Background: an optimization exercise with open tools, aiming at small area and a short achievable clock period. Do not read the settings as production practice.
Only simulation tests tie the RTL to the original design; equivalence was not proved.
Power and IR drop assume default switching activity.

--- flow/config.mk ---
export PLATFORM = sky130hd
export DESIGN_NAME = SIMD
export DESIGN_NICKNAME = SIMD
export VERILOG_FILES = /design/flow/design.v
export SDC_FILE = /design/flow/constraint.sdc
export NUM_CORES = 4
export LEC_CHECK = 0
export CAP_MARGIN = 20
export CORE_MARGIN = 2
export CORE_UTILIZATION = 70
export CTS_CLUSTER_DIAMETER = 150
export CTS_CLUSTER_SIZE = 20
export SLEW_MARGIN = 20
--- flow/constraint.sdc ---
create_clock -name core_clock -period 10.0 [get_ports {clk}]
set_input_delay 2.0000 -clock core_clock [delete_from_list [all_inputs] [get_ports {clk}]]
set_output_delay 2.0000 -clock core_clock [all_outputs]
set_load 0.01 [all_outputs]
--- flow/design.v ---
module simd_addsub(
input  [15:0] a,
input  [15:0] b,
input  [1:0]  w,
input         sub,
output [15:0] s
);
wire [15:0] y = sub ? ~b : b;
wire p1 = (w != 2'd0);
wire p2 = (w == 2'd2);
wire [20:0] fx = {a[15:12], p1 | sub, a[11:8], p2 | sub, a[7:4], p1 | sub, a[3:0], sub};
wire [20:0] fy = {y[15:12], ~p1 & sub, y[11:8], ~p2 & sub, y[7:4], ~p1 & sub, y[3:0], sub};
wire [20:0] fs = fx + fy;
assign s = {fs[19:16], fs[14:11], fs[9:6], fs[4:1]};
endmodule
module simd_booth_enc(
  input  [15:0] b,
  input         m4, m8, m16,
  output [7:0]  one, two, neg
);
  wire nm4 = ~m4, nm8 = ~m8, nm16 = ~m16;
  assign one[0] = b[0];
  assign two[0] = b[1] & ~b[0];
  assign neg[0] = b[1];
  wire bm1 = b[1];
  assign one[1] = b[2] ^ bm1;
  assign two[1] = (b[3] & ~b[2] & ~bm1) | (~b[3] & b[2] & bm1);
  assign neg[1] = b[3];
  wire bm2 = (b[3] & nm4);
  assign one[2] = b[4] ^ bm2;
  assign two[2] = (b[5] & ~b[4] & ~bm2) | (~b[5] & b[4] & bm2);
  assign neg[2] = b[5];
  wire bm3 = b[5];
  assign one[3] = b[6] ^ bm3;
  assign two[3] = (b[7] & ~b[6] & ~bm3) | (~b[7] & b[6] & bm3);
  assign neg[3] = b[7];
  wire bm4 = (b[7] & m16);
  assign one[4] = b[8] ^ bm4;
  assign two[4] = (b[9] & ~b[8] & ~bm4) | (~b[9] & b[8] & bm4);
  assign neg[4] = b[9];
  wire bm5 = b[9];
  assign one[5] = b[10] ^ bm5;
  assign two[5] = (b[11] & ~b[10] & ~bm5) | (~b[11] & b[10] & bm5);
  assign neg[5] = b[11];
  wire bm6 = (b[11] & nm4);
  assign one[6] = b[12] ^ bm6;
  assign two[6] = (b[13] & ~b[12] & ~bm6) | (~b[13] & b[12] & bm6);
  assign neg[6] = b[13];
  wire bm7 = b[13];
  assign one[7] = b[14] ^ bm7;
  assign two[7] = (b[15] & ~b[14] & ~bm7) | (~b[15] & b[14] & bm7);
  assign neg[7] = b[15];
endmodule
module simd_mul(
  input  [15:0] a,
  input  [7:0]  one, two, neg,
  input  [31:0] x,
  input         en,
  input         m4, m8, m16,
  output [15:0] pl,
  output [15:0] hx, hy,
  output        hc
);
  wire nm4 = ~m4, nm8 = ~m8, nm16 = ~m16;
  wire t0 = (one[0] & a[0]) ^ neg[0];
  wire t1 = ((one[0] & a[1]) | (two[0] & a[0])) ^ neg[0];
  wire t2 = ((one[0] & a[2]) | (two[0] & a[1])) ^ neg[0];
  wire t3 = ((one[0] & a[3]) | (two[0] & a[2])) ^ neg[0];
  wire t4 = (m4 & (en & ~(((one[0] | two[0]) & a[3]) ^ neg[0]))) | (nm4 & (((one[0] & a[4]) | (two[0] & a[3])) ^ neg[0]));
  wire t5 = one[0] & nm4;
  wire t6 = two[0] & nm4;
  wire t7 = neg[0] & nm4;
  wire t8 = ((t5 & a[5]) | (t6 & a[4])) ^ t7;
  wire t9 = ((t5 & a[6]) | (t6 & a[5])) ^ t7;
  wire t10 = ((t5 & a[7]) | (t6 & a[6])) ^ t7;
  wire t11 = (m8 & (en & ~(((one[0] | two[0]) & a[7]) ^ neg[0]))) | (m16 & (((one[0] & a[8]) | (two[0] & a[7])) ^ neg[0]));
  wire t12 = one[0] & m16;
  wire t13 = two[0] & m16;
  wire t14 = neg[0] & m16;
  wire t15 = ((t12 & a[9]) | (t13 & a[8])) ^ t14;
  wire t16 = ((t12 & a[10]) | (t13 & a[9])) ^ t14;
  wire t17 = ((t12 & a[11]) | (t13 & a[10])) ^ t14;
  wire t18 = ((t12 & a[12]) | (t13 & a[11])) ^ t14;
  wire t19 = ((t12 & a[13]) | (t13 & a[12])) ^ t14;
  wire t20 = ((t12 & a[14]) | (t13 & a[13])) ^ t14;
  wire t21 = ((t12 & a[15]) | (t13 & a[14])) ^ t14;
  wire t22 = m16 & en & ~(((t12 | t13) & a[15]) ^ t14);
  wire t23 = (one[1] & a[0]) ^ neg[1];
  wire t24 = ((one[1] & a[1]) | (two[1] & a[0])) ^ neg[1];
  wire t25 = ((one[1] & a[2]) | (two[1] & a[1])) ^ neg[1];
  wire t26 = ((one[1] & a[3]) | (two[1] & a[2])) ^ neg[1];
  wire t27 = (m4 & (en & ~(((one[1] | two[1]) & a[3]) ^ neg[1]))) | (nm4 & (((one[1] & a[4]) | (two[1] & a[3])) ^ neg[1]));
  wire t28 = one[1] & nm4;
  wire t29 = two[1] & nm4;
  wire t30 = neg[1] & nm4;
  wire t31 = ((t28 & a[5]) | (t29 & a[4])) ^ t30;
  wire t32 = ((t28 & a[6]) | (t29 & a[5])) ^ t30;
  wire t33 = ((t28 & a[7]) | (t29 & a[6])) ^ t30;
  wire t34 = (m8 & (en & ~(((one[1] | two[1]) & a[7]) ^ neg[1]))) | (m16 & (((one[1] & a[8]) | (two[1] & a[7])) ^ neg[1]));
  wire t35 = one[1] & m16;
  wire t36 = two[1] & m16;
  wire t37 = neg[1] & m16;
  wire t38 = ((t35 & a[9]) | (t36 & a[8])) ^ t37;
  wire t39 = ((t35 & a[10]) | (t36 & a[9])) ^ t37;
  wire t40 = ((t35 & a[11]) | (t36 & a[10])) ^ t37;
  wire t41 = ((t35 & a[12]) | (t36 & a[11])) ^ t37;
  wire t42 = ((t35 & a[13]) | (t36 & a[12])) ^ t37;
  wire t43 = ((t35 & a[14]) | (t36 & a[13])) ^ t37;
  wire t44 = ((t35 & a[15]) | (t36 & a[14])) ^ t37;
  wire t45 = m16 & en & ~(((t35 | t36) & a[15]) ^ t37);
  wire t46 = one[2] & nm4;
  wire t47 = two[2] & nm4;
  wire t48 = neg[2] & nm4;
  wire t49 = (t46 & a[0]) ^ t48;
  wire t50 = ((t46 & a[1]) | (t47 & a[0])) ^ t48;
  wire t51 = ((t46 & a[2]) | (t47 & a[1])) ^ t48;
  wire t52 = ((t46 & a[3]) | (t47 & a[2])) ^ t48;
  wire t53 = (m4 & ((one[2] & a[4]) ^ neg[2])) | (nm4 & (((one[2] & a[4]) | (two[2] & a[3])) ^ neg[2]));
  wire t54 = ((one[2] & a[5]) | (two[2] & a[4])) ^ neg[2];
  wire t55 = ((one[2] & a[6]) | (two[2] & a[5])) ^ neg[2];
  wire t56 = ((one[2] & a[7]) | (two[2] & a[6])) ^ neg[2];
  wire t57 = (nm16 & (en & ~(((one[2] | two[2]) & a[7]) ^ neg[2]))) | (m16 & (((one[2] & a[8]) | (two[2] & a[7])) ^ neg[2]));
  wire t58 = one[2] & m16;
  wire t59 = two[2] & m16;
  wire t60 = neg[2] & m16;
  wire t61 = ((t58 & a[9]) | (t59 & a[8])) ^ t60;
  wire t62 = ((t58 & a[10]) | (t59 & a[9])) ^ t60;
  wire t63 = ((t58 & a[11]) | (t59 & a[10])) ^ t60;
  wire t64 = ((t58 & a[12]) | (t59 & a[11])) ^ t60;
  wire t65 = ((t58 & a[13]) | (t59 & a[12])) ^ t60;
  wire t66 = ((t58 & a[14]) | (t59 & a[13])) ^ t60;
  wire t67 = ((t58 & a[15]) | (t59 & a[14])) ^ t60;
  wire t68 = m16 & en & ~(((t58 | t59) & a[15]) ^ t60);
  wire t69 = one[3] & nm4;
  wire t70 = two[3] & nm4;
  wire t71 = neg[3] & nm4;
  wire t72 = (t69 & a[0]) ^ t71;
  wire t73 = ((t69 & a[1]) | (t70 & a[0])) ^ t71;
  wire t74 = ((t69 & a[2]) | (t70 & a[1])) ^ t71;
  wire t75 = ((t69 & a[3]) | (t70 & a[2])) ^ t71;
  wire t76 = (m4 & ((one[3] & a[4]) ^ neg[3])) | (nm4 & (((one[3] & a[4]) | (two[3] & a[3])) ^ neg[3]));
  wire t77 = ((one[3] & a[5]) | (two[3] & a[4])) ^ neg[3];
  wire t78 = ((one[3] & a[6]) | (two[3] & a[5])) ^ neg[3];
  wire t79 = ((one[3] & a[7]) | (two[3] & a[6])) ^ neg[3];
  wire t80 = (nm16 & (en & ~(((one[3] | two[3]) & a[7]) ^ neg[3]))) | (m16 & (((one[3] & a[8]) | (two[3] & a[7])) ^ neg[3]));
  wire t81 = one[3] & m16;
  wire t82 = two[3] & m16;
  wire t83 = neg[3] & m16;
  wire t84 = ((t81 & a[9]) | (t82 & a[8])) ^ t83;
  wire t85 = ((t81 & a[10]) | (t82 & a[9])) ^ t83;
  wire t86 = ((t81 & a[11]) | (t82 & a[10])) ^ t83;
  wire t87 = ((t81 & a[12]) | (t82 & a[11])) ^ t83;
  wire t88 = ((t81 & a[13]) | (t82 & a[12])) ^ t83;
  wire t89 = ((t81 & a[14]) | (t82 & a[13])) ^ t83;
  wire t90 = ((t81 & a[15]) | (t82 & a[14])) ^ t83;
  wire t91 = m16 & en & ~(((t81 | t82) & a[15]) ^ t83);
  wire t92 = one[4] & m16;
  wire t93 = two[4] & m16;
  wire t94 = neg[4] & m16;
  wire t95 = (t92 & a[0]) ^ t94;
  wire t96 = ((t92 & a[1]) | (t93 & a[0])) ^ t94;
  wire t97 = ((t92 & a[2]) | (t93 & a[1])) ^ t94;
  wire t98 = ((t92 & a[3]) | (t93 & a[2])) ^ t94;
  wire t99 = ((t92 & a[4]) | (t93 & a[3])) ^ t94;
  wire t100 = ((t92 & a[5]) | (t93 & a[4])) ^ t94;
  wire t101 = ((t92 & a[6]) | (t93 & a[5])) ^ t94;
  wire t102 = ((t92 & a[7]) | (t93 & a[6])) ^ t94;
  wire t103 = (nm16 & ((one[4] & a[8]) ^ neg[4])) | (m16 & (((one[4] & a[8]) | (two[4] & a[7])) ^ neg[4]));
  wire t104 = ((one[4] & a[9]) | (two[4] & a[8])) ^ neg[4];
  wire t105 = ((one[4] & a[10]) | (two[4] & a[9])) ^ neg[4];
  wire t106 = ((one[4] & a[11]) | (two[4] & a[10])) ^ neg[4];
  wire t107 = (m4 & (en & ~(((one[4] | two[4]) & a[11]) ^ neg[4]))) | (nm4 & (((one[4] & a[12]) | (two[4] & a[11])) ^ neg[4]));
  wire t108 = one[4] & nm4;
  wire t109 = two[4] & nm4;
  wire t110 = neg[4] & nm4;
  wire t111 = ((t108 & a[13]) | (t109 & a[12])) ^ t110;
  wire t112 = ((t108 & a[14]) | (t109 & a[13])) ^ t110;
  wire t113 = ((t108 & a[15]) | (t109 & a[14])) ^ t110;
  wire t114 = nm4 & en & ~(((t108 | t109) & a[15]) ^ t110);
  wire t115 = one[5] & m16;
  wire t116 = two[5] & m16;
  wire t117 = neg[5] & m16;
  wire t118 = (t115 & a[0]) ^ t117;
  wire t119 = ((t115 & a[1]) | (t116 & a[0])) ^ t117;
  wire t120 = ((t115 & a[2]) | (t116 & a[1])) ^ t117;
  wire t121 = ((t115 & a[3]) | (t116 & a[2])) ^ t117;
  wire t122 = ((t115 & a[4]) | (t116 & a[3])) ^ t117;
  wire t123 = ((t115 & a[5]) | (t116 & a[4])) ^ t117;
  wire t124 = ((t115 & a[6]) | (t116 & a[5])) ^ t117;
  wire t125 = ((t115 & a[7]) | (t116 & a[6])) ^ t117;
  wire t126 = (nm16 & ((one[5] & a[8]) ^ neg[5])) | (m16 & (((one[5] & a[8]) | (two[5] & a[7])) ^ neg[5]));
  wire t127 = ((one[5] & a[9]) | (two[5] & a[8])) ^ neg[5];
  wire t128 = ((one[5] & a[10]) | (two[5] & a[9])) ^ neg[5];
  wire t129 = ((one[5] & a[11]) | (two[5] & a[10])) ^ neg[5];
  wire t130 = (m4 & (en & ~(((one[5] | two[5]) & a[11]) ^ neg[5]))) | (nm4 & (((one[5] & a[12]) | (two[5] & a[11])) ^ neg[5]));
  wire t131 = one[5] & nm4;
  wire t132 = two[5] & nm4;
  wire t133 = neg[5] & nm4;
  wire t134 = ((t131 & a[13]) | (t132 & a[12])) ^ t133;
  wire t135 = ((t131 & a[14]) | (t132 & a[13])) ^ t133;
  wire t136 = ((t131 & a[15]) | (t132 & a[14])) ^ t133;
  wire t137 = nm4 & en & ~(((t131 | t132) & a[15]) ^ t133);
  wire t138 = one[6] & m16;
  wire t139 = two[6] & m16;
  wire t140 = neg[6] & m16;
  wire t141 = (t138 & a[0]) ^ t140;
  wire t142 = ((t138 & a[1]) | (t139 & a[0])) ^ t140;
  wire t143 = ((t138 & a[2]) | (t139 & a[1])) ^ t140;
  wire t144 = ((t138 & a[3]) | (t139 & a[2])) ^ t140;
  wire t145 = ((t138 & a[4]) | (t139 & a[3])) ^ t140;
  wire t146 = ((t138 & a[5]) | (t139 & a[4])) ^ t140;
  wire t147 = ((t138 & a[6]) | (t139 & a[5])) ^ t140;
  wire t148 = ((t138 & a[7]) | (t139 & a[6])) ^ t140;
  wire t149 = (m8 & ((one[6] & a[8]) ^ neg[6])) | (m16 & (((one[6] & a[8]) | (two[6] & a[7])) ^ neg[6]));
  wire t150 = one[6] & nm4;
  wire t151 = two[6] & nm4;
  wire t152 = neg[6] & nm4;
  wire t153 = ((t150 & a[9]) | (t151 & a[8])) ^ t152;
  wire t154 = ((t150 & a[10]) | (t151 & a[9])) ^ t152;
  wire t155 = ((t150 & a[11]) | (t151 & a[10])) ^ t152;
  wire t156 = (m4 & ((one[6] & a[12]) ^ neg[6])) | (nm4 & (((one[6] & a[12]) | (two[6] & a[11])) ^ neg[6]));
  wire t157 = ((one[6] & a[13]) | (two[6] & a[12])) ^ neg[6];
  wire t158 = ((one[6] & a[14]) | (two[6] & a[13])) ^ neg[6];
  wire t159 = ((one[6] & a[15]) | (two[6] & a[14])) ^ neg[6];
  wire t160 = en & ~(((one[6] | two[6]) & a[15]) ^ neg[6]);
  wire t161 = one[7] & m16;
  wire t162 = two[7] & m16;
  wire t163 = neg[7] & m16;
  wire t164 = (t161 & a[0]) ^ t163;
  wire t165 = ((t161 & a[1]) | (t162 & a[0])) ^ t163;
  wire t166 = ((t161 & a[2]) | (t162 & a[1])) ^ t163;
  wire t167 = ((t161 & a[3]) | (t162 & a[2])) ^ t163;
  wire t168 = ((t161 & a[4]) | (t162 & a[3])) ^ t163;
  wire t169 = ((t161 & a[5]) | (t162 & a[4])) ^ t163;
  wire t170 = ((t161 & a[6]) | (t162 & a[5])) ^ t163;
  wire t171 = ((t161 & a[7]) | (t162 & a[6])) ^ t163;
  wire t172 = (m8 & ((one[7] & a[8]) ^ neg[7])) | (m16 & (((one[7] & a[8]) | (two[7] & a[7])) ^ neg[7]));
  wire t173 = one[7] & nm4;
  wire t174 = two[7] & nm4;
  wire t175 = neg[7] & nm4;
  wire t176 = ((t173 & a[9]) | (t174 & a[8])) ^ t175;
  wire t177 = ((t173 & a[10]) | (t174 & a[9])) ^ t175;
  wire t178 = ((t173 & a[11]) | (t174 & a[10])) ^ t175;
  wire t179 = (m4 & ((one[7] & a[12]) ^ neg[7])) | (nm4 & (((one[7] & a[12]) | (two[7] & a[11])) ^ neg[7]));
  wire t180 = ((one[7] & a[13]) | (two[7] & a[12])) ^ neg[7];
  wire t181 = ((one[7] & a[14]) | (two[7] & a[13])) ^ neg[7];
  wire t182 = ((one[7] & a[15]) | (two[7] & a[14])) ^ neg[7];
  wire t183 = en & ~(((one[7] | two[7]) & a[15]) ^ neg[7]);
  wire t184 = (m4 & neg[0]) | (m8 & neg[0]) | (m16 & neg[0]);
  wire t185 = (m4 & neg[1]) | (m8 & neg[1]) | (m16 & neg[1]);
  wire t186 = (m8 & neg[2]) | (m16 & neg[2]);
  wire t187 = (m8 & neg[3]) | (m16 & neg[3]);
  wire t188 = (m4 & neg[2]) | (m16 & neg[4]);
  wire t189 = (m4 & neg[3]) | (m16 & neg[5]);
  wire t190 = (m16 & neg[6]);
  wire t191 = (m16 & neg[7]);
  wire t192 = (m4 & neg[4]) | (m8 & neg[4]);
  wire t193 = (m4 & neg[5]) | (m8 & neg[5]);
  wire t194 = (m8 & neg[6]);
  wire t195 = (m8 & neg[7]);
  wire t196 = (m4 & neg[6]);
  wire t197 = (m4 & neg[7]);
  wire t198 = x[0] ^ t184;
  wire t199 = x[0] & t184;
  wire t200 = x[1] ^ t1;
  wire t201 = x[1] & t1;
  wire fs202, fc202;
  assign {fc202, fs202} = {1'b0, x[2]} + {1'b0, t185} + {1'b0, t2};
  wire t203 = t23 ^ t201;
  wire t204 = t23 & t201;
  wire fs205, fc205;
  assign {fc205, fs205} = {1'b0, x[3]} + {1'b0, t3} + {1'b0, t24};
  wire t206 = fc202 ^ t204;
  wire t207 = fc202 & t204;
  wire fs208, fc208;
  assign {fc208, fs208} = {1'b0, x[4]} + {1'b0, t186} + {1'b0, t25};
  wire fs209, fc209;
  assign {fc209, fs209} = {1'b0, t49} + {1'b0, t4} + {1'b0, fc205};
  wire t210 = fs208 ^ t207;
  wire t211 = fs208 & t207;
  wire fs212, fc212;
  assign {fc212, fs212} = {1'b0, x[5]} + {1'b0, t8} + {1'b0, t26};
  wire fs213, fc213;
  assign {fc213, fs213} = {1'b0, t50} + {1'b0, fc208} + {1'b0, fs212};
  wire t214 = fc209 ^ t211;
  wire t215 = fc209 & t211;
  wire fs216, fc216;
  assign {fc216, fs216} = {1'b0, x[6]} + {1'b0, t187} + {1'b0, t9};
  wire fs217, fc217;
  assign {fc217, fs217} = {1'b0, t51} + {1'b0, t72} + {1'b0, t27};
  wire fs218, fc218;
  assign {fc218, fs218} = {1'b0, fc212} + {1'b0, fs216} + {1'b0, fs217};
  wire t219 = fc213 ^ t215;
  wire t220 = fc213 & t215;
  wire fs221, fc221;
  assign {fc221, fs221} = {1'b0, x[7]} + {1'b0, t10} + {1'b0, t31};
  wire t222 = fc221 & nm4;
  wire fs223, fc223;
  assign {fc223, fs223} = {1'b0, t52} + {1'b0, t73} + {1'b0, fc216};
  wire t224 = fc223 & nm4;
  wire fs225, fc225;
  assign {fc225, fs225} = {1'b0, fs221} + {1'b0, fc217} + {1'b0, fs223};
  wire t226 = fc225 & nm4;
  wire t227 = fc218 ^ t220;
  wire t228 = fc218 & t220;
  wire t229 = t228 & nm4;
  wire fs230, fc230;
  assign {fc230, fs230} = {1'b0, x[8]} + {1'b0, t188} + {1'b0, t32};
  wire fs231, fc231;
  assign {fc231, fs231} = {1'b0, t74} + {1'b0, t95} + {1'b0, t11};
  wire fs232, fc232;
  assign {fc232, fs232} = {1'b0, t53} + {1'b0, fs230} + {1'b0, t222};
  wire fs233, fc233;
  assign {fc233, fs233} = {1'b0, fs231} + {1'b0, t224} + {1'b0, fs232};
  wire t234 = t226 ^ fs233;
  wire t235 = t226 & fs233;
  wire fs236, fc236;
  assign {fc236, fs236} = {1'b0, x[9]} + {1'b0, t15} + {1'b0, t33};
  wire fs237, fc237;
  assign {fc237, fs237} = {1'b0, t54} + {1'b0, t75} + {1'b0, t96};
  wire fs238, fc238;
  assign {fc238, fs238} = {1'b0, fc230} + {1'b0, fs236} + {1'b0, fs237};
  wire fs239, fc239;
  assign {fc239, fs239} = {1'b0, fc231} + {1'b0, fs238} + {1'b0, fc232};
  wire t240 = fc233 ^ fs239;
  wire t241 = fc233 & fs239;
  wire fs242, fc242;
  assign {fc242, fs242} = {1'b0, x[10]} + {1'b0, t189} + {1'b0, t16};
  wire fs243, fc243;
  assign {fc243, fs243} = {1'b0, t55} + {1'b0, t97} + {1'b0, t118};
  wire fs244, fc244;
  assign {fc244, fs244} = {1'b0, t34} + {1'b0, t76} + {1'b0, fc236};
  wire fs245, fc245;
  assign {fc245, fs245} = {1'b0, fc237} + {1'b0, fs242} + {1'b0, fs243};
  wire fs246, fc246;
  assign {fc246, fs246} = {1'b0, fc238} + {1'b0, fs244} + {1'b0, fs245};
  wire t247 = fs246 ^ fc239;
  wire t248 = fs246 & fc239;
  wire fs249, fc249;
  assign {fc249, fs249} = {1'b0, x[11]} + {1'b0, t17} + {1'b0, t38};
  wire fs250, fc250;
  assign {fc250, fs250} = {1'b0, t56} + {1'b0, t77} + {1'b0, t98};
  wire fs251, fc251;
  assign {fc251, fs251} = {1'b0, t119} + {1'b0, fc242} + {1'b0, fc243};
  wire fs252, fc252;
  assign {fc252, fs252} = {1'b0, fs249} + {1'b0, fs250} + {1'b0, fc244};
  wire fs253, fc253;
  assign {fc253, fs253} = {1'b0, fc245} + {1'b0, fs251} + {1'b0, fc246};
  wire t254 = fs252 ^ t248;
  wire t255 = fs252 & t248;
  wire fs256, fc256;
  assign {fc256, fs256} = {1'b0, x[12]} + {1'b0, t190} + {1'b0, t18};
  wire fs257, fc257;
  assign {fc257, fs257} = {1'b0, t39} + {1'b0, t78} + {1'b0, t99};
  wire fs258, fc258;
  assign {fc258, fs258} = {1'b0, t120} + {1'b0, t141} + {1'b0, t57};
  wire fs259, fc259;
  assign {fc259, fs259} = {1'b0, fc249} + {1'b0, fc250} + {1'b0, fs256};
  wire fs260, fc260;
  assign {fc260, fs260} = {1'b0, fs257} + {1'b0, fs258} + {1'b0, fc251};
  wire fs261, fc261;
  assign {fc261, fs261} = {1'b0, fs259} + {1'b0, fc252} + {1'b0, fs260};
  wire t262 = fc253 ^ fs261;
  wire t263 = fc253 & fs261;
  wire fs264, fc264;
  assign {fc264, fs264} = {1'b0, x[13]} + {1'b0, t19} + {1'b0, t40};
  wire fs265, fc265;
  assign {fc265, fs265} = {1'b0, t61} + {1'b0, t79} + {1'b0, t100};
  wire fs266, fc266;
  assign {fc266, fs266} = {1'b0, t121} + {1'b0, t142} + {1'b0, fc256};
  wire fs267, fc267;
  assign {fc267, fs267} = {1'b0, fc257} + {1'b0, fs264} + {1'b0, fs265};
  wire fs268, fc268;
  assign {fc268, fs268} = {1'b0, fc258} + {1'b0, fc259} + {1'b0, fs266};
  wire fs269, fc269;
  assign {fc269, fs269} = {1'b0, fs267} + {1'b0, fc260} + {1'b0, fs268};
  wire t270 = fc261 ^ fs269;
  wire t271 = fc261 & fs269;
  wire fs272, fc272;
  assign {fc272, fs272} = {1'b0, x[14]} + {1'b0, t191} + {1'b0, t20};
  wire fs273, fc273;
  assign {fc273, fs273} = {1'b0, t41} + {1'b0, t62} + {1'b0, t101};
  wire fs274, fc274;
  assign {fc274, fs274} = {1'b0, t122} + {1'b0, t143} + {1'b0, t164};
  wire fs275, fc275;
  assign {fc275, fs275} = {1'b0, t80} + {1'b0, fc264} + {1'b0, fc265};
  wire fs276, fc276;
  assign {fc276, fs276} = {1'b0, fs272} + {1'b0, fs273} + {1'b0, fs274};
  wire fs277, fc277;
  assign {fc277, fs277} = {1'b0, fc266} + {1'b0, fc267} + {1'b0, fs275};
  wire fs278, fc278;
  assign {fc278, fs278} = {1'b0, fs276} + {1'b0, fc268} + {1'b0, fs277};
  wire t279 = fc269 ^ fs278;
  wire t280 = fc269 & fs278;
  wire fs281, fc281;
  assign {fc281, fs281} = {1'b0, x[15]} + {1'b0, t21} + {1'b0, t42};
  wire t282 = fc281 & m16;
  wire fs283, fc283;
  assign {fc283, fs283} = {1'b0, t63} + {1'b0, t84} + {1'b0, t102};
  wire t284 = fc283 & m16;
  wire fs285, fc285;
  assign {fc285, fs285} = {1'b0, t123} + {1'b0, t144} + {1'b0, t165};
  wire t286 = fc285 & m16;
  wire fs287, fc287;
  assign {fc287, fs287} = {1'b0, fc272} + {1'b0, fc273} + {1'b0, fc274};
  wire t288 = fc287 & m16;
  wire fs289, fc289;
  assign {fc289, fs289} = {1'b0, fs281} + {1'b0, fs283} + {1'b0, fs285};
  wire t290 = fc289 & m16;
  wire fs291, fc291;
  assign {fc291, fs291} = {1'b0, fc275} + {1'b0, fc276} + {1'b0, fs287};
  wire t292 = fc291 & m16;
  wire fs293, fc293;
  assign {fc293, fs293} = {1'b0, fs289} + {1'b0, fc277} + {1'b0, fs291};
  wire t294 = fc293 & m16;
  wire t295 = fc278 ^ fs293;
  wire t296 = fc278 & fs293;
  wire t297 = t296 & m16;
  wire fs298, fc298;
  assign {fc298, fs298} = {1'b0, x[16]} + {1'b0, t192} + {1'b0, t22};
  wire fs299, fc299;
  assign {fc299, fs299} = {1'b0, t43} + {1'b0, t64} + {1'b0, t85};
  wire fs300, fc300;
  assign {fc300, fs300} = {1'b0, t124} + {1'b0, t145} + {1'b0, t166};
  wire fs301, fc301;
  assign {fc301, fs301} = {1'b0, t103} + {1'b0, fs298} + {1'b0, fs299};
  wire fs302, fc302;
  assign {fc302, fs302} = {1'b0, fs300} + {1'b0, t282} + {1'b0, t284};
  wire fs303, fc303;
  assign {fc303, fs303} = {1'b0, t286} + {1'b0, fs301} + {1'b0, t288};
  wire fs304, fc304;
  assign {fc304, fs304} = {1'b0, t290} + {1'b0, fs302} + {1'b0, t292};
  wire fs305, fc305;
  assign {fc305, fs305} = {1'b0, fs303} + {1'b0, t294} + {1'b0, fs304};
  wire fs306, fc306;
  assign {fc306, fs306} = {1'b0, x[17]} + {1'b0, t44} + {1'b0, t65};
  wire fs307, fc307;
  assign {fc307, fs307} = {1'b0, t86} + {1'b0, t104} + {1'b0, t125};
  wire fs308, fc308;
  assign {fc308, fs308} = {1'b0, t146} + {1'b0, t167} + {1'b0, fc298};
  wire fs309, fc309;
  assign {fc309, fs309} = {1'b0, fc299} + {1'b0, fc300} + {1'b0, fs306};
  wire fs310, fc310;
  assign {fc310, fs310} = {1'b0, fs307} + {1'b0, fc301} + {1'b0, fs308};
  wire fs311, fc311;
  assign {fc311, fs311} = {1'b0, fs309} + {1'b0, fc302} + {1'b0, fs310};
  wire fs312, fc312;
  assign {fc312, fs312} = {1'b0, fc303} + {1'b0, fs311} + {1'b0, fc304};
  wire fs313, fc313;
  assign {fc313, fs313} = {1'b0, x[18]} + {1'b0, t193} + {1'b0, t45};
  wire fs314, fc314;
  assign {fc314, fs314} = {1'b0, t66} + {1'b0, t87} + {1'b0, t105};
  wire fs315, fc315;
  assign {fc315, fs315} = {1'b0, t147} + {1'b0, t168} + {1'b0, t126};
  wire fs316, fc316;
  assign {fc316, fs316} = {1'b0, fc306} + {1'b0, fc307} + {1'b0, fs313};
  wire fs317, fc317;
  assign {fc317, fs317} = {1'b0, fs314} + {1'b0, fs315} + {1'b0, fc308};
  wire fs318, fc318;
  assign {fc318, fs318} = {1'b0, fc309} + {1'b0, fs316} + {1'b0, fc310};
  wire fs319, fc319;
  assign {fc319, fs319} = {1'b0, fs317} + {1'b0, fc311} + {1'b0, fs318};
  wire fs320, fc320;
  assign {fc320, fs320} = {1'b0, x[19]} + {1'b0, t67} + {1'b0, t88};
  wire fs321, fc321;
  assign {fc321, fs321} = {1'b0, t106} + {1'b0, t127} + {1'b0, t148};
  wire fs322, fc322;
  assign {fc322, fs322} = {1'b0, t169} + {1'b0, fc313} + {1'b0, fc314};
  wire fs323, fc323;
  assign {fc323, fs323} = {1'b0, fs320} + {1'b0, fs321} + {1'b0, fc315};
  wire fs324, fc324;
  assign {fc324, fs324} = {1'b0, fc316} + {1'b0, fs322} + {1'b0, fs323};
  wire fs325, fc325;
  assign {fc325, fs325} = {1'b0, fc317} + {1'b0, fs324} + {1'b0, fc318};
  wire fs326, fc326;
  assign {fc326, fs326} = {1'b0, x[20]} + {1'b0, t194} + {1'b0, t68};
  wire fs327, fc327;
  assign {fc327, fs327} = {1'b0, t89} + {1'b0, t128} + {1'b0, t170};
  wire fs328, fc328;
  assign {fc328, fs328} = {1'b0, t107} + {1'b0, t149} + {1'b0, fc320};
  wire fs329, fc329;
  assign {fc329, fs329} = {1'b0, fc321} + {1'b0, fs326} + {1'b0, fs327};
  wire fs330, fc330;
  assign {fc330, fs330} = {1'b0, fc322} + {1'b0, fs328} + {1'b0, fs329};
  wire fs331, fc331;
  assign {fc331, fs331} = {1'b0, fc323} + {1'b0, fs330} + {1'b0, fc324};
  wire fs332, fc332;
  assign {fc332, fs332} = {1'b0, x[21]} + {1'b0, t90} + {1'b0, t111};
  wire fs333, fc333;
  assign {fc333, fs333} = {1'b0, t129} + {1'b0, t153} + {1'b0, t171};
  wire fs334, fc334;
  assign {fc334, fs334} = {1'b0, fc326} + {1'b0, fc327} + {1'b0, fs332};
  wire fs335, fc335;
  assign {fc335, fs335} = {1'b0, fs333} + {1'b0, fc328} + {1'b0, fc329};
  wire fs336, fc336;
  assign {fc336, fs336} = {1'b0, fs334} + {1'b0, fc330} + {1'b0, fs335};
  wire fs337, fc337;
  assign {fc337, fs337} = {1'b0, x[22]} + {1'b0, t195} + {1'b0, t91};
  wire fs338, fc338;
  assign {fc338, fs338} = {1'b0, t112} + {1'b0, t154} + {1'b0, t130};
  wire fs339, fc339;
  assign {fc339, fs339} = {1'b0, t172} + {1'b0, fc332} + {1'b0, fc333};
  wire fs340, fc340;
  assign {fc340, fs340} = {1'b0, fs337} + {1'b0, fs338} + {1'b0, fc334};
  wire fs341, fc341;
  assign {fc341, fs341} = {1'b0, fs339} + {1'b0, fc335} + {1'b0, fs340};
  wire fs342, fc342;
  assign {fc342, fs342} = {1'b0, x[23]} + {1'b0, t113} + {1'b0, t134};
  wire t343 = fc342 & nm4;
  wire fs344, fc344;
  assign {fc344, fs344} = {1'b0, t155} + {1'b0, t176} + {1'b0, fc337};
  wire t345 = fc344 & nm4;
  wire fs346, fc346;
  assign {fc346, fs346} = {1'b0, fs342} + {1'b0, fc338} + {1'b0, fc339};
  wire t347 = fc346 & nm4;
  wire fs348, fc348;
  assign {fc348, fs348} = {1'b0, fs344} + {1'b0, fc340} + {1'b0, fs346};
  wire t349 = fc348 & nm4;
  wire fs350, fc350;
  assign {fc350, fs350} = {1'b0, x[24]} + {1'b0, t196} + {1'b0, t114};
  wire fs351, fc351;
  assign {fc351, fs351} = {1'b0, t135} + {1'b0, t177} + {1'b0, t156};
  wire fs352, fc352;
  assign {fc352, fs352} = {1'b0, fs350} + {1'b0, t343} + {1'b0, fs351};
  wire fs353, fc353;
  assign {fc353, fs353} = {1'b0, t345} + {1'b0, fs352} + {1'b0, t347};
  wire fs354, fc354;
  assign {fc354, fs354} = {1'b0, x[25]} + {1'b0, t136} + {1'b0, t157};
  wire fs355, fc355;
  assign {fc355, fs355} = {1'b0, t178} + {1'b0, fc350} + {1'b0, fs354};
  wire fs356, fc356;
  assign {fc356, fs356} = {1'b0, fc351} + {1'b0, fs355} + {1'b0, fc352};
  wire fs357, fc357;
  assign {fc357, fs357} = {1'b0, x[26]} + {1'b0, t197} + {1'b0, t137};
  wire fs358, fc358;
  assign {fc358, fs358} = {1'b0, t158} + {1'b0, t179} + {1'b0, fc354};
  wire fs359, fc359;
  assign {fc359, fs359} = {1'b0, fs357} + {1'b0, fc355} + {1'b0, fs358};
  wire fs360, fc360;
  assign {fc360, fs360} = {1'b0, x[27]} + {1'b0, t159} + {1'b0, t180};
  wire fs361, fc361;
  assign {fc361, fs361} = {1'b0, fc357} + {1'b0, fs360} + {1'b0, fc358};
  wire fs362, fc362;
  assign {fc362, fs362} = {1'b0, x[28]} + {1'b0, t160} + {1'b0, t181};
  wire t363 = fc360 ^ fs362;
  wire t364 = fc360 & fs362;
  wire fs365, fc365;
  assign {fc365, fs365} = {1'b0, x[29]} + {1'b0, t182} + {1'b0, fc362};
  wire t366 = x[30] ^ t183;
  wire t367 = x[30] & t183;
  wire [17:0] fx = {1'b0, t280, t271, t263, t255, fs253, t241, t235, t229, nm4, fs225, fs218, fs213, fs209, fs205, fs202, t199, t0};
  wire [17:0] fy = {1'b0, t295, t279, t270, t262, t254, t247, t240, t234, 1'b0, t227, t219, t214, t210, t206, t203, t200, t198};
  wire [17:0] fs = fx + fy;
  assign pl = {fs[16:9], fs[7:0]};
  assign hc = fs[17] & m16;
  assign hx = {x[31], fc365, t364, fc361, fc359, fc356, fc353, t349, fc341, fc336, fc331, fc325, fc319, fc312, fc305, t297};
  assign hy = {t367, t366, fs365, t363, fs361, fs359, fs356, fs353, fs348, fs341, fs336, fs331, fs325, fs319, fs312, fs305};
endmodule
module simd_shift(
input  [15:0] d,
input  [1:0]  w,
input         right,
input         arith,
output [15:0] q
);
wire s4 = (w == 2'd0);
wire s16 = (w == 2'd2);
wire [15:0] tops = {1'b1, 3'b0, s4, 3'b0, ~s16, 3'b0, s4, 3'b0};
wire [15:0] bots = {3'b0, s4, 3'b0, ~s16, 3'b0, s4, 3'b0, 1'b1};
wire [15:0] rsh = ({1'b0, d[15:1]} & ~tops) | (d & tops & {16{arith}});
wire [15:0] lsh = {d[14:0], 1'b0} & ~bots;
assign q = right ? rsh : lsh;
endmodule
module SIMD(
input [11:0] instruction,
input clk,
input rst,
output [31:0] outputvalue
);
reg  [11:0] cmd;             
reg  rst_d;                  
reg  [255:0] rf;             
reg  [15:0] ra;              
reg  [7:0]  e_one, e_two, e_neg;    
reg  [31:0] e_x;             
reg  e_mul, e_m4, e_m8, e_m16;
reg  [3:0] e_dst;
reg  [15:0] res_l, out_l, out_h;
reg  [15:0] w_hx, w_hy;      
reg  w_hc, w_k24;            
wire [3:0] op = cmd[11:8];
wire [1:0] w  = cmd[7:6];
wire [1:0] fc = cmd[5:4];
wire [1:0] fb = cmd[3:2];
wire [1:0] fa = cmd[1:0];
wire is_logic = (op[3:2] == 2'b10);
wire nop = rst | rst_d;
wire mul = ~nop & (op[3:1] == 3'd1);
reg  [15:0] sel_a;
reg  [3:0]  sel_w, sel_b, sel_c;
wire [11:0] ins = instruction;
wire [3:0] ins_a = (ins[11:10] == 2'b10) ? {ins[3:2], ins[1:0]} : {ins[7:6], ins[1:0]};
always @(posedge clk) begin
  sel_a <= 16'd1 << ins_a;
  sel_w <= 4'd1 << ins[7:6];
  sel_b <= 4'd1 << ins[3:2];
  sel_c <= 4'd1 << ins[5:4];
end
reg [15:0] rd_a, rd_b, rd_c;
reg [15:0] bank [0:3];
integer r, k;
always @* begin
  rd_a = 16'd0;
  for (r = 0; r < 16; r = r + 1)
    rd_a = rd_a | ({16{sel_a[r]}} & rf[16*r +: 16]);
  for (k = 0; k < 4; k = k + 1) begin
    bank[k] = 16'd0;
    for (r = 0; r < 4; r = r + 1)
      bank[k] = bank[k] | ({16{sel_w[r]}} & rf[16*(4*r+k) +: 16]);
  end
  rd_b = 16'd0;
  rd_c = 16'd0;
  for (k = 0; k < 4; k = k + 1) begin
    rd_b = rd_b | ({16{sel_b[k]}} & bank[k]);
    rd_c = rd_c | ({16{sel_c[k]}} & bank[k]);
  end
end
wire [15:0] as_out;
simd_addsub as(.a(rd_a), .b(rd_b), .w(w), .sub(op == 4'd1), .s(as_out));
wire [15:0] sh_out;
simd_shift sh(.d(rd_a), .w(w), .right(fb[0]), .arith(op == 4'd6), .q(sh_out));
wire [15:0] pre = ({16{~nop & (op[3:1] == 3'd0)}} & as_out)
                | ({16{~nop & ((op == 4'd4) | (op == 4'd6))}} & sh_out)
                | ({16{~nop & (op == 4'd8)}}  & (rd_a & rd_c))
                | ({16{~nop & (op == 4'd9)}}  & (rd_a | rd_c))
                | ({16{~nop & (op == 4'd10)}} & (rd_a ^ rd_c))
                | ({16{~nop & (op == 4'd11)}} & ~rd_a);
wire m4 = (w == 2'd0), m8 = (w == 2'd1), m16 = w[1];
wire [7:0] one, two, neg;
simd_booth_enc be(.b(rd_b), .m4(m4), .m8(m8), .m16(m16), .one(one), .two(two), .neg(neg));
wire [3:0] par4 = {^rd_b[15:12], ^rd_b[11:8], ^rd_b[7:4], ^rd_b[3:0]};
wire [1:0] par8 = {par4[3] ^ par4[2], par4[1] ^ par4[0]};
wire par16 = par8[1] ^ par8[0];
wire [3:0] q;
assign q[0] = ~(rd_a[3] & par4[0]);
assign q[1] = m4 ? ~(rd_a[7] & par4[1]) : ~(rd_a[7] & par8[0]);
assign q[2] = ~(rd_a[11] & par4[2]);
assign q[3] = m4 ? ~(rd_a[15] & par4[3]) : m8 ? ~(rd_a[15] & par8[1]) : ~(rd_a[15] & par16);
wire [15:0] c = (op == 4'd3) ? rd_c : 16'd0;
wire [31:0] x4 = {q[3], 1'b0, 1'b1, ~c[15], c[15:12], q[2], 1'b0, 1'b1, ~c[11], c[11:8],
                  q[1], 1'b0, 1'b1, ~c[7],  c[7:4],   q[0], 1'b0, 1'b1, ~c[3],  c[3:0]};
wire [31:0] x8 = {q[3], 1'b0, 1'b1, 1'b0, 1'b1, 1'b0, 1'b1, ~c[15], c[15:8],
                  q[1], 1'b0, 1'b1, 1'b0, 1'b1, 1'b0, 1'b1, ~c[7],  c[7:0]};
wire [31:0] x16 = {q[3], 1'b0, 1'b1, 1'b0, 1'b1, 1'b0, 1'b1, 1'b0, 1'b1, 1'b0, 1'b1,
                   1'b0, 1'b1, 1'b0, 1'b1, ~c[15], c[15:0]};
wire [31:0] x = ~mul ? {16'd0, pre} : m4 ? x4 : m8 ? x8 : x16;
always @(posedge clk) begin
  ra <= rd_a;
  e_one <= one & {8{mul}};
  e_two <= two & {8{mul}};
  e_neg <= neg & {8{mul}};
  e_x <= x;
  e_mul <= mul;
  e_m4 <= m4;
  e_m8 <= m8;
  e_m16 <= m16;
  e_dst <= nop ? 4'd0 : {w, fc};
  rst_d <= rst;
  cmd <= instruction;
end
wire [15:0] res, hx, hy;
wire hc;
simd_mul mu(.a(ra), .one(e_one), .two(e_two), .neg(e_neg), .x(e_x), .en(e_mul),
            .m4(e_m4), .m8(e_m8), .m16(e_m16), .pl(res), .hx(hx), .hy(hy), .hc(hc));
wire [17:0] hs = {w_hx[15:8], w_k24, w_hx[7:0], w_hc} + {w_hy[15:8], 1'b0, w_hy[7:0], w_hc};
wire [15:0] wd0 = res & ~{16{rst}};
wire [15:0] wd1 = res | {16{rst}};
integer i;
always @(posedge clk) begin
  res_l <= res;
  w_hx <= hx;
  w_hy <= hy;
  w_hc <= hc;
  w_k24 <= ~e_m4;
  out_l <= res_l;
  out_h <= {hs[17:10], hs[8:1]};
  for (i = 0; i < 16; i = i + 1)
    if (rst | (e_dst == i))
      rf[16*i +: 16] <= (wd1 & rf_init(i)) | (wd0 & ~rf_init(i));
end
function [15:0] rf_init(input integer r);
  case (r)
    1:  rf_init = 16'b0001_1000_1000_0100;
    2:  rf_init = 16'b1110_0110_0110_1100;
    4:  rf_init = 16'b0010_0111_0100_1100;
    5:  rf_init = 16'b1101_1000_1000_0101;
    8:  rf_init = 16'b0001_0110_0100_1010;
    9:  rf_init = 16'b1111_1010_1010_0100;
    13: rf_init = 16'b0001_1000_1000_0100;
    default: rf_init = 16'b0;
  endcase
endfunction
assign outputvalue = {out_h, out_l};
endmodule
--- flow/flow/run.sh ---
#!/bin/bash
set -euo pipefail
bash standard.sh SETUP_SLACK_MARGIN=5.25 finish > make_finish.log 2>&1
--- flow/standard.sh ---
#!/bin/bash
# synth_recipe.tcl (not shown) runs the flow's synth.tcl, then flattens the netlist and writes it again
# the make line also repeats each setting of config.mk as NAME=value (left out here)
make -C /OpenROAD-flow-scripts/flow DESIGN_CONFIG=/design/flow/config.mk WORK_HOME=/design/flow/orfs CLKGATE_MAP_FILE= SYNTH_SCRIPT=/design/flow/synth_recipe.tcl "${@:-finish}"
==> results of run 1 <==
[worst max-delay path: stages (launching register included)]
cell and delay, ns:
dfxtp_4 0.38, a22oi_2 0.23, xor2_2 0.20, nor2_2 0.08, fa_1 0.53, inv_1 0.06, fa_1 0.45, fa_1 0.50
inv_2 0.05, ha_4 0.27, ha_4 0.20, a21o_1 0.18, a21o_1 0.19, buf_4 0.16, or3_4 0.33, o21a_4 0.22
o311ai_4 0.44, nor2b_4 0.31
[cell families (layout without fill, tap and decap cells)]
logic type / count (synthesis) / count (layout) / synth area share (%)
compound gates: 715 / 715 / 19.9
xor+xnor: 200 / 200 / 6.55
simple gates: 540 / 543 / 9.39
mux: 29 / 29 / 1.09
flops: 454 / 454 / 43.6
buf+inv: 379 / 377 / 5.39
fa+ha+maj: 230 / 230 / 14.1
other cells: 0 / 7 / 0
[routing by layer]
metal	wire (um)	share of wire, %	vias to the layer above
met5	14	0.015	-
met4	6710	7.4	2
met3	15100	17	468
met2	37400	41	2103
met1	31400	35	10513
li1	-	-	9171
[synth_stat cells (59+ instances only)]
library cell | n | area, um2
a22oi_1 | 331 | 2480
edfxtp_1 | 256 | 7690
nand2_1 | 221 | 830
dfxtp_1 | 198 | 3960
clkbuf_1 | 177 | 664
inv_1 | 173 | 649
xnor2_1 | 144 | 1260
fa_1 | 120 | 2400
nor2_1 | 120 | 450
ha_1 | 110 | 1380
a21oi_1 | 69 | 345
o21ai_0 | 59 | 295
[power breakdown]
part           switching, mW  internal [mW]  total, mW
clock                  0.624          0.516       1.14
combinational          0.683          0.375       1.06
sequential             0.152           2.17       2.32
total                   1.46           3.06       4.52
[state kept, by name, summed over array words and instances (netlist names), 8 cells and up]
register / count
e_neg: 8
e_two: 8
sel_a: 16
rf: 256
e_one: 8
ra: 16
out_l: 16
w_hy: 15
e_x: 31
cmd: 9
res_l: 16
out_h: 16
w_hx: 16
[worst paths after layout]
path,cells after the start,to,slack (ns),from
worst max register to register,17,rf[15]$_DFFE_PP_,5.04,ra[6]$_DFF_P_
worst max-delay path,17,rf[15]$_DFFE_PP_,5.04,ra[6]$_DFF_P_
worst min-delay path,0,out_l[5]$_DFF_P_,0.33,res_l[5]$_DFF_P_
worst min register to register,0,out_l[5]$_DFF_P_,0.33,res_l[5]$_DFF_P_
[through the flow]
stage               setup slack, ns  instances
global route                   4.99       3059
CTS                            5.20       3051
global placement               4.19       2960
floorplan                      5.26       2547
detailed placement             4.02       2961
finish                         5.04       3066
[area by class of cell]
cell class / instances / area (um2) / share of cell area (%)
inverter: 175 / 673 / 2.28
tap: 511 / 639 / 2.17
antenna: 7 / 17.5 / 0.0594
timing repair buffer: 156 / 1450 / 4.92
clock buffer: 42 / 711 / 2.41
sequential: 454 / 11700 / 39.9
timing repair inverter: 1 / 5.00 / 0.0170
clock inverter: 3 / 50.0 / 0.170
multi-input combinational: 1717 / 14200 / 48.1
[what timing repair did]
| action | CTS | global route |
|---|---|---|
| gates resized for setup | 126 | 41 |
| cloned | 5 | 2 |
| setup buffers | 40 | 5 |
| hold buffers | 0 | 0 |
| pin swaps | 13 | 19 |
| endpoints found under the setup margin | 158 | 137 |
==> impl_metrics.sql, run 1 <==
INSERT INTO impl_metrics (metric_group, metric, value, unit) VALUES
('cells_and_area', 'layout.cells.most_common_list', 'a22oi_1 (316), edfxtp_1 (256), nand2_1 (220)', ''),
('sta', 'maxSlewViolCount', '0', ''),
('grt', 'via_count_of_the_first_global_routing_pass', '21380', ''),
('clock_tree', 'clock_buffer_count_from_cts', '26', ''),
('logic_synthesis', 'seq_area_frac_synth', '43.6', '%'),
('placement', 'hpwl', '58.5', 'mm'),
('setup_path', 'crit_path_start_kind', 'register', ''),
('die', 'initial_utilization', '71.0', '%'),
('grt', 'maximum_number_of_pins_on_one_net_before_global_route_repair', '65', ''),
('worst_hold_path', 'worstHoldPathType', 'reg2reg', ''),
('clock_tree', 'clk-insertion-delay-late', '0.60', 'ns'),
('power', 'power.leakage', '11.2', 'nW'),
('clock_tree', 'cts.path.max_buffers', '3', ''),
('die', 'fp.dieArea', '39800', 'um2'),
('sta', 'grt_setup_unrepaired', 'yes', ''),
('power', 'vdd_drop_max', '0.145', 'mV'),
('logic_synthesis', 'post_synthesis_register_bit_count', '454', ''),
('logic_synthesis', 'postSynth.asyncResetShare', '0', '%'),
('logic_synthesis', 'postSynth.topFlopCell', 'edfxtp_1', ''),
('grt', 'grt_first_pass_wirelength', '133', 'mm'),
('grt', 'global_route.usage.met2', '65.5', '%'),
('die', 'floorplan.rows', '71', ''),
('clock_tree', 'cts_sinks', '454', ''),
('power', 'cellPowerDensity', '153', 'nW/um2'),
('placement', 'place.gp.congestion', '0.979', ''),
('grt', 'grt_antenna_before_repair', '3', ''),
('status', 'run_status', 'finished clean', ''),
('setup_path', 'critPathMaxFanout', '7', ''),
('cells_and_area', 'drive_above_1_share', '11.6', '%'),
('drt', 'drt_pass1_iterations', '9', ''),
('logic_synthesis', 'synthCells', '2547', ''),
('sta', 'finalHoldWorstSlack', '0.329', 'ns'),
('logic_synthesis', 'synth_cell_type_count', '76', ''),
('sta', 'timing.fmax', '202', 'MHz'),
('drt', 'detail_route.wl_per_cell', '29.6', 'um'),
('grt', 'track_usage', '45.5', '%'),
('cells_and_area', 'layout-area-overhead-vs-synth', '10.2', '%'),
('clock_tree', 'path_clk_slew', '0.09', 'ns'),
('sta', 'layout_min_cycle_time', '4.96', 'ns'),
('logic_synthesis', 'post_synthesis_cell_area', '26700', 'um2'),
('grt', 'grt_overflow_total', '0', ''),
('grt', 'gr-usage-met3', '15.3', '%'),
('drt', 'drc', '0', ''),
('die', 'placeableCoreArea', '37700', 'um2'),
('placement', 'dpl-instance-area', '27600', 'um2'),
('power', 'power', '4.52', 'mW'),
('sta', 'final.setup_skew', '0.0178', 'ns'),
('cells_and_area', 'layout_cell_area_excl_fill', '29500', 'um2'),
('grt', 'global_route.peak_usage_layer', 'met2', ''),
('logic_synthesis', 'avgSynthCellArea', '10.5', 'um2'),
('grt', 'use_met1', '60.5', '%'),
('sta', 'finalSetupViolations', '0', ''),
('logic_synthesis', 'synth_edf_count', '256', ''),
('drt', 'ant_nets', '0', ''),
('cells_and_area', 'final_core_util', '78.2', '%'),
('sta', 'slew_headroom', '19.7', '%'),
('sta', 'hold_viol_final', '0', ''),
('sta', 'fin_crit_sh', '49.6', '%'),
('setup_path', 'arrival', '5.39', 'ns'),
('die', 'die_extent_in_x', '199', 'um'),
('clock_tree', 'clock_tree.htree_level_count', '1', ''),
('setup_path', 'cp-end-kind', 'register', ''),
('clock_tree', 'tritoncts', 'yes', ''),
('setup_path', 'type_of_the_setup_path_with_the_least_slack', 'reg2reg', ''),
('flow_run', 'drv.max_cap_violation_count', '0', ''),
('cells_and_area', 'final_nets', '2775', ''),
('drt', 'via_count', '22257', ''),
('die', 'floorplan.io_pins', '46', ''),
('drt', 'vias_per_cell', '7.26', ''),
('sta', 'timing_worst_slew_pin_value', '1.20', 'ns'),
('drt', 'violation_count_after_the_first_detailed_route_iteration', '4044', ''),
('logic_synthesis', 'yosysWarnings', '2', ''),
('sta', 'setup_total_negative_slack', '0', 'ns'),
('setup_path', 'cp_data_required_time', '10.42', 'ns'),
('logic_synthesis', 'mappedNetlistNets', '2791', ''),
('drt', 'totalWireLength', '90.6', 'mm'),
('placement', 'count_of_buffers_inserted_at_the_top_level_ports', '45', ''),
('cells_and_area', 'final.fill_count', '2441', ''),
('die', 'floorplan.die.height', '199', 'um'),
('cells_and_area', 'final_common_cell', 'a22oi_1', ''),
('clock_tree', 'clock-root-buffer', 'clkbuf_16', '');
==> inputs of run 2 (changes only) <==
==> flow/flow/run.sh (replaced) <==
#!/bin/bash
set -euo pipefail
bash standard.sh SETUP_SLACK_MARGIN=5.75 finish > make_finish.log 2>&1
==> impl_metrics.sql, run 2 <==
INSERT INTO impl_metrics (metric_group, metric, value, unit) VALUES
('status', 'run_status', 'finished clean', ''),
('logic_synthesis', 'yosysTopAreaCellShare', '28.7', '%'),
('cells_and_area', 'largest_register_ffs', '256', ''),
('placement', 'dpl-instance-area', '27800', 'um2'),
('cells_and_area', 'area.sequential', '11700', 'um2'),
('drt', 'drt_pass1_iterations', '7', ''),
('power', 'power.leakage', '11.2', 'nW'),
('worst_hold_path', 'timing.hold.worst.start', 'res_l[3]$_DFF_P_', ''),
('worst_hold_path', 'worstHoldPathType', 'reg2reg', ''),
('logic_synthesis', 'avgSynthCellArea', '10.5', 'um2'),
('cells_and_area', 'final_core_util', '78.7', '%'),
('die', 'floorplan.rows', '71', ''),
('grt', 'grt_first_pass_wirelength', '130', 'mm'),
('logic_synthesis', 'mappedNetlistNets', '2791', ''),
('sta', 'finalSetupViolations', '0', ''),
('cells_and_area', 'multi_input_comb_area', '14400', 'um2'),
('logic_synthesis', 'netlist.top_cell.by_area', 'edfxtp_1', ''),
('cells_and_area', 'layout_cell_area_excl_fill', '29700', 'um2'),
('drt', 'drc', '0', ''),
('setup_path', 'arrival', '5.23', 'ns'),
('sta', 'grt_setup_unrepaired', 'yes', ''),
('clock_tree', 'path_clk_slew', '0.09', 'ns'),
('grt', 'via_count_of_the_first_global_routing_pass', '21019', ''),
('drt', 'vias_per_cell', '7.21', ''),
('sta', 'final_critical_path_setup_slack', '5.12', 'ns'),
('logic_synthesis', 'synthCells', '2547', ''),
('drt', 'ant_nets', '0', ''),
('logic_synthesis', 'post_synthesis_register_bit_count', '454', ''),
('clock_tree', 'clock_tree.htree_level_count', '1', ''),
('sta', 'final.setup_skew', '0.0368', 'ns'),
('sta', 'finalHoldWorstSlack', '0.330', 'ns'),
('power', 'cellPowerDensity', '152', 'nW/um2'),
('logic_synthesis', 'ys_top_cells_by_area', 'edfxtp_1 (29%), dfxtp_1 (15%), a22oi_1 (9.3%), fa_1 (9.0%), ha_1 (5.1%)', ''),
('grt', 'grt_overflow_total', '0', ''),
('setup_path', 'cp-end-kind', 'register', ''),
('cells_and_area', 'layout.cells.most_common_list', 'a22oi_1 (310), edfxtp_1 (256), nand2_1 (219)', ''),
('placement', 'hpwl', '59.4', 'mm'),
('logic_synthesis', 'synth_edf_count', '256', ''),
('grt', 'maximum_number_of_pins_on_one_net_before_global_route_repair', '65', ''),
('grt', 'track_usage', '44.9', '%'),
('cells_and_area', 'final_nets', '2788', ''),
('sta', 'timing.fmax', '205', 'MHz'),
('power', 'pwr-share-seq', '51.4', '%'),
('logic_synthesis', 'postSynth.asyncResetShare', '0', '%'),
('drt', 'via_count', '22156', ''),
('placement', 'dp_worst_setup_slack', '4.26', 'ns'),
('sta', 'hold_viol_final', '0', ''),
('sta', 'timing_worst_slew_pin_value', '1.25', 'ns'),
('placement', 'place.gp.congestion', '1.02', ''),
('die', 'initial_utilization', '71.0', '%'),
('logic_synthesis', 'synth_cell_type_count', '76', ''),
('setup_path', 'critPathMaxFanout', '18', ''),
('logic_synthesis', 'postSynth.topFlopCell', 'edfxtp_1', ''),
('power', 'vdd_drop_max', '0.174', 'mV'),
('sta', 'setup_total_negative_slack', '0', 'ns'),
('cells_and_area', 'layout-area-overhead-vs-synth', '10.9', '%'),
('flow_run', 'drv.max_cap_violation_count', '0', ''),
('cells_and_area', 'top_register', 'rf', ''),
('logic_synthesis', 'post_synthesis_cell_area', '26700', 'um2'),
('die', 'floorplan.die.height', '199', 'um'),
('cells_and_area', 'reg.largest.list', 'rf: 256 flops, e_x: 31 flops', ''),
('logic_synthesis', 'seq_area_frac_synth', '43.6', '%'),
('drt', 'totalWireLength', '89.5', 'mm'),
('clock_tree', 'cts.path.max_buffers', '3', ''),
('drt', 'violation_count_after_the_first_detailed_route_iteration', '4100', ''),
('die', 'fp.dieArea', '39800', 'um2'),
('grt', 'grt_antenna_before_repair', '5', ''),
('logic_synthesis', 'synth_common_cells', 'a22oi_1 (331), edfxtp_1 (256), nand2_1 (221), dfxtp_1 (198), clkbuf_1 (177)', ''),
('power', 'power', '4.51', 'mW'),
('cells_and_area', 'drive_above_1_share', '12.6', '%'),
('logic_synthesis', 'yosys.cell_count.top_type', 'a22oi_1', '');
==> run 2: cell counts after synthesis <==
No cell type changed its count.
==> run 2: worst max-delay path, cell delays in order (launching register included) <==
cell     delay, ns
dfxtp_1       0.33
buf_8         0.16
a22oi_2       0.20
xnor2_1       0.14
nand2_1       0.08
fa_1          0.51
fa_1          0.43
fa_1          0.51
inv_2         0.05
ha_4          0.27
ha_4          0.21
a21o_1        0.19
a21o_1        0.22
or3_4         0.36
a21oi_4       0.16
o41ai_2       0.11
a21oi_2       0.27
xnor2_4       0.17
or2_4         0.29
==> run 2: path summary, 6_finish.rpt <==
check	end	slack, ns	depth (start not counted)
hold reg to reg	out_l[3]$_DFF_P_	0.33	0
hold / removal	out_l[3]$_DFF_P_	0.33	0
setup reg to reg	rf[94]$_DFFE_PP_	5.12	18
setup / recovery	rf[94]$_DFFE_PP_	5.12	18
==> run 2: logic make-up (layout without fill, tap and decap cells) <==
group,after synthesis,after routing,share of synthesized area [%]
AO/OA/AOI/OAI,715,715,19.9
AND/OR/NAND/NOR,540,548,9.39
flip-flops,454,454,43.6
buffers and inverters,379,386,5.39
adder cells (fa/ha/maj),230,230,14.1
XOR/XNOR,200,200,6.55
multiplexers,29,29,1.09
other,0,2,0
==> run 2: layout make-up <==
class / instances / share of cell area (%)
Antenna cell: 2 / 0.0169
Clock buffer: 44 / 2.42
Clock inverter: 2 / 0.0844
Inverter: 175 / 2.27
Multi-Input combinational cell: 1722 / 48.4
Sequential cell: 454 / 39.6
Tap cell: 511 / 2.16
Timing Repair Buffer: 164 / 5.01
Timing Repair inverter: 1 / 0.0169
==> run 2: metal layers <==
layer  share of wire (%)  GRT usage (%)
met5               0.036              0
met4                 6.8           24.5
met3                  17           14.1
met2                  42           65.9
met1                  35           59.7
==> run 2: what timing repair did <==
| action | CTS | global route |
|---|---|---|
| hold buffers | 0 | 0 |
| buffers inserted | 47 | 7 |
| gates cloned | 8 | 3 |
| gates resized for setup | 116 | 35 |
| hold endpoints to repair | 0 | 0 |
| setup endpoints to repair | 185 | 185 |
| pin swaps | 35 | 11 |
==> run 2: power groups by stage <==
stage / combinational [mW] / clock, mW / sequential [mW]
after floorplan: 0.657 / 0 / 2.27
after global placement: 0.899 / 0 / 2.35
after detailed placement: 0.926 / 0 / 2.36
after CTS: 1.01 / 1.11 / 2.30
after global routing: 1.13 / 1.17 / 2.32
final: 1.08 / 1.11 / 2.32

## what the ideal ports hide
In the flow no input, the clock included, has a driving cell. The finished layouts below were timed again as built, in two steps. Step 1, drivers: a clkbuf_16 drives clk and a buf_2 each remaining input, both assumed. Step 2 moves the port delays by t, midway between the first and last clock arrival at a register: inputs arrive t later, outputs are due t later. That takes back most of the time a late clock gives input paths. Three values: no drivers, after step 1, after step 2; two values: the first two.
| run | t (ns) | setup WS [ns] | clock arrival spread, ns | worst register clock-pin slew, ns |
|---|---|---|---|---|
| run 1 | 0.651 | 5.039 / 5.039 / 4.885 | 0.019 / 0.019 | 0.10 / 0.10 |
| run 2 | 0.649 | 5.122 / 5.122 / 5.122 | 0.037 / 0.037 | 0.12 / 0.12 |
After both steps every run listed still meets setup and hold. The setup slack of run 1, which loses most, moves by 0.000 ns with the drivers and by -0.154 ns with both steps.
